Context: an optimization exercise on an open-source flow, tuned for small area, a short achievable clock period and few clock cycles per item. The choices shown serve that exercise and are no tape-out recipe.
In this exercise RTL edits were held to simulation tests only and were not proved equivalent to the original.

[design/flow/run.sh]
#!/bin/bash
# synth_recipe.tcl (not shown) runs the flow's synth.tcl, then flattens the netlist and writes it again
# the make line also repeats each setting of config.mk as NAME=value (left out here)
make -C /OpenROAD-flow-scripts/flow DESIGN_CONFIG=/design/flow/config.mk WORK_HOME=/design/flow/orfs CLKGATE_MAP_FILE= SYNTH_SCRIPT=/design/flow/synth_recipe.tcl finish
[design/flow/config.mk]
export PLATFORM = sky130hd
export DESIGN_NAME = mac_acc_unit
export DESIGN_NICKNAME = mac_acc_unit
export VERILOG_FILES = /design/flow/design.v
export SDC_FILE = /design/flow/constraint.sdc
export NUM_CORES = 4
export LEC_CHECK = 0
export CAP_MARGIN = 20
export CORE_MARGIN = 2
export CORE_UTILIZATION = 40
export PLACE_DENSITY = 0.6
export SLEW_MARGIN = 20
[design/flow/constraint.sdc]
create_clock -name core_clock -period 15.0 [get_ports {clk}]
set_input_delay 3.0000 -clock core_clock [delete_from_list [all_inputs] [get_ports {clk}]]
set_output_delay 3.0000 -clock core_clock [all_outputs]
set_load 0.01 [all_outputs]
[design/flow/design.v]
module fp_multi_bb (
  input               aclk,
  input               areset,
  input               s_axis_a_tvalid,
  output              s_axis_a_tready,
  input      [31:0]   s_axis_a_tdata,
  input               s_axis_b_tvalid,
  output              s_axis_b_tready,
  input      [31:0]   s_axis_b_tdata,
  output reg          m_axis_result_tvalid,
  input               m_axis_result_tready,
  output reg [31:0]   m_axis_result_tdata
);
  wire        take = s_axis_a_tvalid && s_axis_b_tvalid &&
                     (!m_axis_result_tvalid || m_axis_result_tready);
  assign s_axis_a_tready = take;
  assign s_axis_b_tready = take;
  wire        sa = s_axis_a_tdata[31];
  wire [7:0]  ea = s_axis_a_tdata[30:23];
  wire [22:0] fa = s_axis_a_tdata[22:0];
  wire        sb = s_axis_b_tdata[31];
  wire [7:0]  eb = s_axis_b_tdata[30:23];
  wire [22:0] fb = s_axis_b_tdata[22:0];
  wire a_nan  = (ea == 8'hff) && (fa != 23'd0);
  wire b_nan  = (eb == 8'hff) && (fb != 23'd0);
  wire a_inf  = (ea == 8'hff) && (fa == 23'd0);
  wire b_inf  = (eb == 8'hff) && (fb == 23'd0);
  wire a_zero = (ea == 8'h00);
  wire b_zero = (eb == 8'h00);
  wire s      = sa ^ sb;
  wire [47:0] p = {1'b1, fa} * {1'b1, fb};
  wire [22:0] m_pre  = p[47] ? p[46:24] : p[45:23];
  wire        g      = p[47] ? p[23] : p[22];
  wire        st     = p[47] ? (|p[22:0]) : (|p[21:0]);
  wire        inc    = g && (st || m_pre[0]);
  wire [23:0] m_rnd  = {1'b0, m_pre} + {23'd0, inc};
  wire signed [10:0] e_res = $signed({3'b000, ea}) + $signed({3'b000, eb}) - 11'sd127
                           + $signed({10'd0, p[47]}) + $signed({10'd0, m_rnd[23]});
  reg [31:0] res;
  always @(*) begin
    if (a_nan || b_nan || (a_inf && b_zero) || (b_inf && a_zero))
      res = 32'h7fc00000;
    else if (a_inf || b_inf)
      res = {s, 8'hff, 23'd0};
    else if (a_zero || b_zero)
      res = {s, 31'd0};
    else if (e_res >= 11'sd255)
      res = {s, 8'hff, 23'd0};
    else if (e_res <= 11'sd0)
      res = {s, 31'd0};
    else
      res = {s, e_res[7:0], m_rnd[22:0]};
  end
  always @(posedge aclk or posedge areset) begin
    if (areset) begin
      m_axis_result_tvalid <= 1'b0;
    end else if (take) begin
      m_axis_result_tvalid <= 1'b1;
    end else if (m_axis_result_tready) begin
      m_axis_result_tvalid <= 1'b0;
    end
  end
  always @(posedge aclk) begin
    if (take) begin
      m_axis_result_tdata <= res;
    end
  end
endmodule
module fp_adder_bb (
  input               aclk,
  input               areset,
  input               s_axis_a_tvalid,
  output              s_axis_a_tready,
  input      [31:0]   s_axis_a_tdata,
  input               s_axis_b_tvalid,
  output              s_axis_b_tready,
  input      [31:0]   s_axis_b_tdata,
  output reg          m_axis_result_tvalid,
  input               m_axis_result_tready,
  output reg [31:0]   m_axis_result_tdata
);
  wire        take = s_axis_a_tvalid && s_axis_b_tvalid &&
                     (!m_axis_result_tvalid || m_axis_result_tready);
  assign s_axis_a_tready = take;
  assign s_axis_b_tready = take;
  wire        sa = s_axis_a_tdata[31];
  wire [7:0]  ea = s_axis_a_tdata[30:23];
  wire [22:0] fa = s_axis_a_tdata[22:0];
  wire        sb = s_axis_b_tdata[31];
  wire [7:0]  eb = s_axis_b_tdata[30:23];
  wire [22:0] fb = s_axis_b_tdata[22:0];
  wire a_nan  = (ea == 8'hff) && (fa != 23'd0);
  wire b_nan  = (eb == 8'hff) && (fb != 23'd0);
  wire a_inf  = (ea == 8'hff) && (fa == 23'd0);
  wire b_inf  = (eb == 8'hff) && (fb == 23'd0);
  wire a_zero = (ea == 8'h00);
  wire b_zero = (eb == 8'h00);
  wire        swap = {eb, fb} > {ea, fa};
  wire        sx = swap ? sb : sa;
  wire [7:0]  ex = swap ? eb : ea;
  wire [22:0] fx = swap ? fb : fa;
  wire        sy = swap ? sa : sb;
  wire [7:0]  ey = swap ? ea : eb;
  wire [22:0] fy = swap ? fa : fb;
  wire        sub = sx ^ sy;
  wire [7:0]  d = ex - ey;
  wire [26:0] x27 = {1'b1, fx, 3'b000};
  wire [26:0] y27_full = {1'b1, fy, 3'b000};
  wire [26:0] y27_sh = y27_full >> d;
  wire [26:0] lost_mask = ~(27'h7ffffff << d);
  wire        y_st = |(y27_full & lost_mask);
  wire [26:0] y27 = {y27_sh[26:1], y27_sh[0] | y_st};
  wire [27:0] sum = sub ? ({1'b0, x27} - {1'b0, y27}) : ({1'b0, x27} + {1'b0, y27});
  reg [4:0] lz;
  integer i;
  always @(*) begin
    lz = 5'd27;
    for (i = 0; i < 27; i = i + 1) begin
      if (sum[i]) lz = 5'd26 - i[4:0];
    end
  end
  wire [26:0] nrm_r = {sum[27:2], sum[1] | sum[0]};
  wire [26:0] nrm_l = sum[26:0] << lz;
  wire [26:0] nrm = sum[27] ? nrm_r : nrm_l;
  wire signed [10:0] e_nrm = sum[27] ? ($signed({3'b000, ex}) + 11'sd1)
                                     : ($signed({3'b000, ex}) - $signed({6'd0, lz}));
  wire [22:0] m_pre = nrm[25:3];
  wire        g     = nrm[2];
  wire        st    = nrm[1] | nrm[0];
  wire        inc   = g && (st || m_pre[0]);
  wire [23:0] m_rnd = {1'b0, m_pre} + {23'd0, inc};
  wire signed [10:0] e_res = e_nrm + $signed({10'd0, m_rnd[23]});
  reg [31:0] res;
  always @(*) begin
    if (a_nan || b_nan || (a_inf && b_inf && (sa != sb)))
      res = 32'h7fc00000;
    else if (a_inf)
      res = {sa, 8'hff, 23'd0};
    else if (b_inf)
      res = {sb, 8'hff, 23'd0};
    else if (a_zero && b_zero)
      res = {sa & sb, 31'd0};
    else if (a_zero)
      res = s_axis_b_tdata;
    else if (b_zero)
      res = s_axis_a_tdata;
    else if (sum == 28'd0)
      res = 32'h00000000;
    else if (e_res >= 11'sd255)
      res = {sx, 8'hff, 23'd0};
    else if (e_res <= 11'sd0)
      res = {sx, 31'd0};
    else
      res = {sx, e_res[7:0], m_rnd[22:0]};
  end
  always @(posedge aclk or posedge areset) begin
    if (areset) begin
      m_axis_result_tvalid <= 1'b0;
    end else if (take) begin
      m_axis_result_tvalid <= 1'b1;
    end else if (m_axis_result_tready) begin
      m_axis_result_tvalid <= 1'b0;
    end
  end
  always @(posedge aclk) begin
    if (take) begin
      m_axis_result_tdata <= res;
    end
  end
endmodule
module fp_multiply (
  input               ina_valid,
  output              ina_ready,
  input      [31:0]   ina_payload,
  input               inb_valid,
  output              inb_ready,
  input      [31:0]   inb_payload,
  output              out_valid,
  input               out_ready,
  output     [31:0]   out_payload,
  input               clk,
  input               reset
);
  wire                fp_multi_s_axis_a_tready;
  wire                fp_multi_s_axis_b_tready;
  wire                fp_multi_m_axis_result_tvalid;
  wire       [31:0]   fp_multi_m_axis_result_tdata;
  fp_multi_bb fp_multi (
    .aclk                    (clk                            ),  
    .areset                  (reset                          ),  
    .s_axis_a_tvalid         (ina_valid                      ),  
    .s_axis_a_tready         (fp_multi_s_axis_a_tready       ),  
    .s_axis_a_tdata          (ina_payload                    ),  
    .s_axis_b_tvalid         (inb_valid                      ),  
    .s_axis_b_tready         (fp_multi_s_axis_b_tready       ),  
    .s_axis_b_tdata          (inb_payload                    ),  
    .m_axis_result_tvalid    (fp_multi_m_axis_result_tvalid  ),  
    .m_axis_result_tready    (out_ready                      ),  
    .m_axis_result_tdata     (fp_multi_m_axis_result_tdata   )   
  );
  assign ina_ready = fp_multi_s_axis_a_tready;
  assign inb_ready = fp_multi_s_axis_b_tready;
  assign out_valid = fp_multi_m_axis_result_tvalid;
  assign out_payload = fp_multi_m_axis_result_tdata;
endmodule
module fp_adder (
  input               ina_valid,
  output              ina_ready,
  input      [31:0]   ina_payload,
  input               inb_valid,
  output              inb_ready,
  input      [31:0]   inb_payload,
  output              out_valid,
  input               out_ready,
  output     [31:0]   out_payload,
  input               clk,
  input               reset
);
  wire                fp_adder_64_s_axis_a_tready;
  wire                fp_adder_64_s_axis_b_tready;
  wire                fp_adder_64_m_axis_result_tvalid;
  wire       [31:0]   fp_adder_64_m_axis_result_tdata;
  fp_adder_bb fp_adder_64 (
    .aclk                    (clk                               ),  
    .areset                  (reset                             ),  
    .s_axis_a_tvalid         (ina_valid                         ),  
    .s_axis_a_tready         (fp_adder_64_s_axis_a_tready       ),  
    .s_axis_a_tdata          (ina_payload                       ),  
    .s_axis_b_tvalid         (inb_valid                         ),  
    .s_axis_b_tready         (fp_adder_64_s_axis_b_tready       ),  
    .s_axis_b_tdata          (inb_payload                       ),  
    .m_axis_result_tvalid    (fp_adder_64_m_axis_result_tvalid  ),  
    .m_axis_result_tready    (out_ready                         ),  
    .m_axis_result_tdata     (fp_adder_64_m_axis_result_tdata   )   
  );
  assign ina_ready = fp_adder_64_s_axis_a_tready;
  assign inb_ready = fp_adder_64_s_axis_b_tready;
  assign out_valid = fp_adder_64_m_axis_result_tvalid;
  assign out_payload = fp_adder_64_m_axis_result_tdata;
endmodule
module fp_acc (
  input               ina_valid,
  output reg          ina_ready,
  input      [31:0]   ina_payload,
  output reg          out_valid,
  input               out_ready,
  output     [31:0]   out_payload,
  input      [15:0]   par_acc_cnt,
  input               acc_enable,
  input               clk,
  input               reset
);
  wire                fp_adder_64_ina_valid;
  wire                fp_adder_64_inb_valid;
  reg                 fp_adder_64_out_ready;
  wire                fp_adder_64_ina_ready;
  wire                fp_adder_64_inb_ready;
  wire                fp_adder_64_out_valid;
  wire       [31:0]   fp_adder_64_out_payload;
  reg        [15:0]   accnt;
  reg        [15:0]   par_acc_cnt_1;
  reg        [31:0]   result;
  reg                 result_valid;
  wire                acc_fsm_wantExit;
  reg                 acc_fsm_wantStart;
  wire                acc_fsm_wantKill;
  reg        [2:0] acc_fsm_stateReg;
  reg        [2:0] acc_fsm_stateNext;
  wire                when_fp_acc_l64;
  wire                when_fp_acc_l73;
  wire                when_fp_acc_l81;
  wire                when_fp_acc_l90;
  fp_adder fp_adder_64 (
    .ina_valid      (fp_adder_64_ina_valid    ),  
    .ina_ready      (fp_adder_64_ina_ready    ),  
    .ina_payload    (ina_payload              ),  
    .inb_valid      (fp_adder_64_inb_valid    ),  
    .inb_ready      (fp_adder_64_inb_ready    ),  
    .inb_payload    (result                   ),  
    .out_valid      (fp_adder_64_out_valid    ),  
    .out_ready      (fp_adder_64_out_ready    ),  
    .out_payload    (fp_adder_64_out_payload  ),  
    .clk            (clk                      ),  
    .reset          (reset                    )   
  );
  always @(*) begin
    ina_ready = 1'b0;
    case(acc_fsm_stateReg)
      3'b001 : begin
      end
      3'b010 : begin
      end
      3'b011 : begin
        ina_ready = 1'b1;
      end
      3'b100 : begin
      end
      3'b101 : begin
      end
      3'b110 : begin
      end
      default : begin
      end
    endcase
  end
  assign fp_adder_64_ina_valid = (ina_valid && ina_ready);
  assign fp_adder_64_inb_valid = ((result_valid && ina_valid) && ina_ready);
  always @(*) begin
    fp_adder_64_out_ready = 1'b0;
    case(acc_fsm_stateReg)
      3'b001 : begin
      end
      3'b010 : begin
      end
      3'b011 : begin
      end
      3'b100 : begin
        fp_adder_64_out_ready = 1'b1;
      end
      3'b101 : begin
      end
      3'b110 : begin
      end
      default : begin
      end
    endcase
  end
  always @(*) begin
    out_valid = 1'b0;
    case(acc_fsm_stateReg)
      3'b001 : begin
      end
      3'b010 : begin
      end
      3'b011 : begin
      end
      3'b100 : begin
      end
      3'b101 : begin
      end
      3'b110 : begin
        out_valid = 1'b1;
      end
      default : begin
      end
    endcase
  end
  assign out_payload = result;
  assign acc_fsm_wantExit = 1'b0;
  always @(*) begin
    acc_fsm_wantStart = 1'b0;
    case(acc_fsm_stateReg)
      3'b001 : begin
      end
      3'b010 : begin
      end
      3'b011 : begin
      end
      3'b100 : begin
      end
      3'b101 : begin
      end
      3'b110 : begin
      end
      default : begin
        acc_fsm_wantStart = 1'b1;
      end
    endcase
  end
  assign acc_fsm_wantKill = 1'b0;
  always @(*) begin
    acc_fsm_stateNext = acc_fsm_stateReg;
    case(acc_fsm_stateReg)
      3'b001 : begin
        if(acc_enable) begin
          acc_fsm_stateNext = 3'b010;
        end
      end
      3'b010 : begin
        acc_fsm_stateNext = 3'b011;
      end
      3'b011 : begin
        if(when_fp_acc_l64) begin
          acc_fsm_stateNext = 3'b100;
        end
      end
      3'b100 : begin
        if(when_fp_acc_l73) begin
          acc_fsm_stateNext = 3'b101;
        end
      end
      3'b101 : begin
        if(when_fp_acc_l81) begin
          acc_fsm_stateNext = 3'b110;
        end else begin
          acc_fsm_stateNext = 3'b011;
        end
      end
      3'b110 : begin
        if(when_fp_acc_l90) begin
          acc_fsm_stateNext = 3'b001;
        end
      end
      default : begin
      end
    endcase
    if(acc_fsm_wantStart) begin
      acc_fsm_stateNext = 3'b001;
    end
    if(acc_fsm_wantKill) begin
      acc_fsm_stateNext = 3'b000;
    end
  end
  assign when_fp_acc_l64 = (ina_ready && ina_valid);
  assign when_fp_acc_l73 = (fp_adder_64_out_valid && fp_adder_64_out_ready);
  assign when_fp_acc_l81 = (accnt == par_acc_cnt_1);
  assign when_fp_acc_l90 = (out_valid && out_ready);
  always @(posedge clk or posedge reset) begin
    if(reset) begin
      accnt <= 16'h0;
      par_acc_cnt_1 <= 16'h0;
      result <= 32'h0;
      result_valid <= 1'b1;
      acc_fsm_stateReg <= 3'b000;
    end else begin
      acc_fsm_stateReg <= acc_fsm_stateNext;
      case(acc_fsm_stateReg)
        3'b001 : begin
        end
        3'b010 : begin
          par_acc_cnt_1 <= par_acc_cnt;
          accnt <= 16'h0;
          result <= 32'h0;
          result_valid <= 1'b1;
        end
        3'b011 : begin
          if(when_fp_acc_l64) begin
            accnt <= (accnt + 16'h0001);
            result_valid <= 1'b0;
          end
        end
        3'b100 : begin
          if(when_fp_acc_l73) begin
            result <= fp_adder_64_out_payload;
            result_valid <= 1'b1;
          end
        end
        3'b101 : begin
        end
        3'b110 : begin
        end
        default : begin
        end
      endcase
    end
  end
endmodule
module mac_acc_unit (
  input               io_ina_valid,
  output              io_ina_ready,
  input      [31:0]   io_ina_payload,
  input               io_inb_valid,
  output              io_inb_ready,
  input      [31:0]   io_inb_payload,
  output              io_out_valid,
  input               io_out_ready,
  output     [31:0]   io_out_payload,
  input               io_acc_enable,
  input      [15:0]   io_par_acc_cnt,
  input               clk,
  input               reset
);
  wire                multi_ina_ready;
  wire                multi_inb_ready;
  wire                multi_out_valid;
  wire       [31:0]   multi_out_payload;
  wire                acc_ina_ready;
  wire                acc_out_valid;
  wire       [31:0]   acc_out_payload;
  fp_multiply multi (
    .ina_valid      (io_ina_valid       ),  
    .ina_ready      (multi_ina_ready    ),  
    .ina_payload    (io_ina_payload     ),  
    .inb_valid      (io_inb_valid       ),  
    .inb_ready      (multi_inb_ready    ),  
    .inb_payload    (io_inb_payload     ),  
    .out_valid      (multi_out_valid    ),  
    .out_ready      (acc_ina_ready      ),  
    .out_payload    (multi_out_payload  ),  
    .clk            (clk                ),  
    .reset          (reset              )   
  );
  fp_acc acc (
    .ina_valid      (multi_out_valid    ),  
    .ina_ready      (acc_ina_ready      ),  
    .ina_payload    (multi_out_payload  ),  
    .out_valid      (acc_out_valid      ),  
    .out_ready      (io_out_ready       ),  
    .out_payload    (acc_out_payload    ),  
    .par_acc_cnt    (io_par_acc_cnt     ),  
    .acc_enable     (io_acc_enable      ),  
    .clk            (clk                ),  
    .reset          (reset              )   
  );
  assign io_ina_ready = multi_ina_ready;
  assign io_inb_ready = multi_inb_ready;
  assign io_out_valid = acc_out_valid;
  assign io_out_payload = acc_out_payload;
endmodule
==> out/qor.txt <==
Status - timing/DRC/antenna clean
Crit share post-route - 0.955
Slowest CP cell - or4_1
Syn Inst Count - 4,653
Setup crit start kind - flip-flop
Port Buf Inserts - 120
Final WS setup - 676 ps
Worst Setup SP - multi.fp_multi.m_axis_result_tdata[2]$_SDFFCE_PP0P_
#FFs+latches synth - 134
Asr flop ratio synth - 0.522
Vias - 35,244
Post-route ant nets - 0
Area contributors post-synth - fa_1 26%, ha_1 9.3%, inv_1 6.7%
DRT Wirelength - 135,000 um
Largest net degree at the start of global routing - 71
Placed wire-length estimate - 110,000 um
Root buffer cell - clkbuf_16
Crit end category - flip-flop
H-tree Lvls - 4
Ratio of cells with drive above 1 in the final layout - 0.0983
Layout Skew - 10.7 ps
Clock tree buffer depth - 2
Yosys Warn Count - 3
Die area - 96,800 um2
Routed WL per cell - 22.2 um
Share of the synthesized area in the top cell type - 0.258
Net Count, Synth - 5,504
Syn_area_per_cell - 8.11 um2
Max Clk Rate - 69.8 MHz
GRT met3 Usage - 0.0278
GR Util met1 - 0.368
Hold Vio Cnt, Final - 0
Commonest cells in the netlist - 674 x inv_1, 567 x nand2_1, 486 x fa_1
Cell mode on critical path - a21oi_1
Die X - 311 um
GP Congestion - 1.01
R2r startpoint - multi.fp_multi.m_axis_result_tdata[2]$_SDFFCE_PP0P_
DIE HEIGHT - 311 um
WHS - 459 ps
Worst slack, placed - -90.3 ps
Worst R2R Setup Slack - 680 ps
Routing usage on met2 - 0.453
Clock latency at the later pin of the worst-skew pair - 430 ps
Period minus WS final - 14,320 ps
Via density - 5.77
Total GRT Usage - 0.276
Count leader, synth - inv_1
Clock Pin Slew Worst Setup and Hold Paths - 60 ps
Starting Density - 0.404
Top FF cell, synth - dfrtp_1
Final Util - 0.454
Largest area contributor in the netlist - fa_1
Non-filler cells, final - 6,105
Busiest grt layer - met2
Placed insts - 6,070
CP required - 15,140 ps
First-pass GRT wire length - 210,000 um
DRC - 0
Initial antenna violation count - 0
Worst-margin pin slew - 988 ps
Max Cap Viol - 0
Reg2reg path depth - 61
Initial drt markers - 3,238
Final Setup Violations - 0
Area of the mapped netlist - 37,700 um2
Row count - 112
Vias in the first global route - 35,321
Slew Limit Fails - 0
Seq/Total Area, Yosys - 0.0974
CTS tree - yes
GRT overflow - 0
Hold Buf Count CTS - 0
Largest fanout on the critical path - 32
Hold/Removal Path Class - flip-flop to flip-flop
Diodes inserted - 0
WS Path Type - flip-flop to flip-flop
Synth-to-Final Area Change - 12.4%
Number of flops mapped to enable cells by yosys - 64
Arr. time, crit path - 14,470 ps
Max stage delay on crit path - 590 ps
Total CTS buffers - 17
DR pass1 iterations - 7
Core ar. - 93,500 um2
Cell variety after synth - 117
Hold path cells - 1
Max_slew headroom - 0.334
CTS sink cnt - 134
IO Count - 121
Final nets - 5,689
==> worst min path at each step <==
stage,startpoint,end,slack (ps)
after detailed placement,flip-flop,acc.result[16]$_DFFE_PP0P_,450
final,flip-flop,acc.result[1]$_DFFE_PP0P_,460
after CTS,flip-flop,acc.result[1]$_DFFE_PP0P_,460
after global placement,flip-flop,acc.result[24]$_DFFE_PP0P_,440
after floorplan,acc.result_valid$_DFFE_PP1P_,acc.result_valid$_DFFE_PP1P_,440
after global routing,flip-flop,acc.result[11]$_DFFE_PP0P_,470
==> worst max-delay path, delay by kind of cell, from the launching register on <==
kind	cells	cell delay (ps)
XOR/XNOR	1	140
flip-flops	1	570
buffers and inverters	9	1580
adder cells (fa/ha/maj)	4	1150
AND/OR/NAND/NOR	16	3850
AO/OA/AOI/OAI	31	6690
==> cell families (layout without fill, tap and decap cells) <==
group / count (synthesis) / after routing / synth area share
fa+ha+maj: 765 / 765 / 0.350
compound gates: 958 / 958 / 0.175
flops: 134 / 134 / 0.0974
mux: 119 / 119 / 0.0372
xor+xnor: 154 / 154 / 0.0357
buf+inv: 939 / 1137 / 0.0990
simple gates: 1584 / 1584 / 0.206
==> what timing repair did <==
item,in CTS,in global routing
setup endpoints to repair,0,60
setup buffers,0,3
gates resized for setup,0,28
==> layout by cell type, fill, tap and decap left out, types with 64 or more instances in the layout <==
cell	n
inv_1	673
a21oi_1	206
ha_1	275
buf_4	295
clkdlybuf4s50_1	120
edfxtp_1	64
dfrtp_1	69
o21ai_0	190
and2_1	244
nor2_1	273
nor3_1	97
fa_1	486
mux2i_1	74
xor2_1	76
xnor2_1	77
nand3_1	78
nand2_1	566
==> per-stage QoR <==
step / setup TNS (ps) / cell area, um2
global route: -22.7 / 42400
detailed placement: -432 / 41700
CTS: 0 / 42300
floorplan: 0 / 37700
finish: 0 / 42400
global placement: 0 / 41700
==> cell type report <==
type | instances | area [um2]
Clock buffer | 19 | 433
Clock inverter | 13 | 90.1
Fill cell | 9350 | 51100
Inverter | 680 | 2550
Multi-Input combinational cell | 3580 | 30500
Sequential cell | 134 | 3670
Tap cell | 1254 | 1570
Timing Repair Buffer | 425 | 3610
==> flip-flops by register name (all words and copies together), names as in the netlist <==
| register | flops |
|---|---|
| acc.fp_adder_64.fp_adder_64.m_axis_result_tdata | 32 |
| acc.acc_fsm_stateReg | 3 |
| acc.accnt | 16 |
| acc.par_acc_cnt_1 | 16 |
| acc.fp_adder_64.fp_adder_64.m_axis_result_tvalid | 1 |
| acc.result | 32 |
| acc.result_valid | 1 |
| multi.fp_multi.m_axis_result_tdata | 32 |
| multi.fp_multi.m_axis_result_tvalid | 1 |
==> metal layers <==
| metal | share of wire | vias up |
|---|---|---|
| met4 | 0.052 | 0 |
| li1 | - | 16095 |
| met5 | 0 | - |
| met3 | 0.071 | 303 |
| met2 | 0.46 | 1559 |
| met1 | 0.42 | 17287 |
Testbench counts, summed over its fixed seeds: cycles 64,182, items 20,434.

-- static timing again, ports no longer ideal --
Ports are ideal in the flow. The routed layout listed here was re-timed in OpenROAD.
Step 1: set_driving_cell puts a clkbuf_16 on clk and a buf_2 on each other input, an assumption about the parent block.
Step 2 times the ports against the registers' clock, not the clock port: input delays grow and output delays shrink by t, the midpoint of the rising clock arrivals with the driver on.
a / b / c = ideal / step 1 / step 2; a / b = the first two.
shift t [ns]: 0.462
slack for setup (ns): 0.676 / 0.676 / 0.389
worst setup path after step 2: input to register
latest minus earliest clock arrival (ns): 0.011 / 0.011
worst slew at a driven data input, ns: 0.07
After both steps setup and hold are still met in this run. The setup slack of this run moves by 0.000 ns with the drivers and by -0.287 ns with both steps.
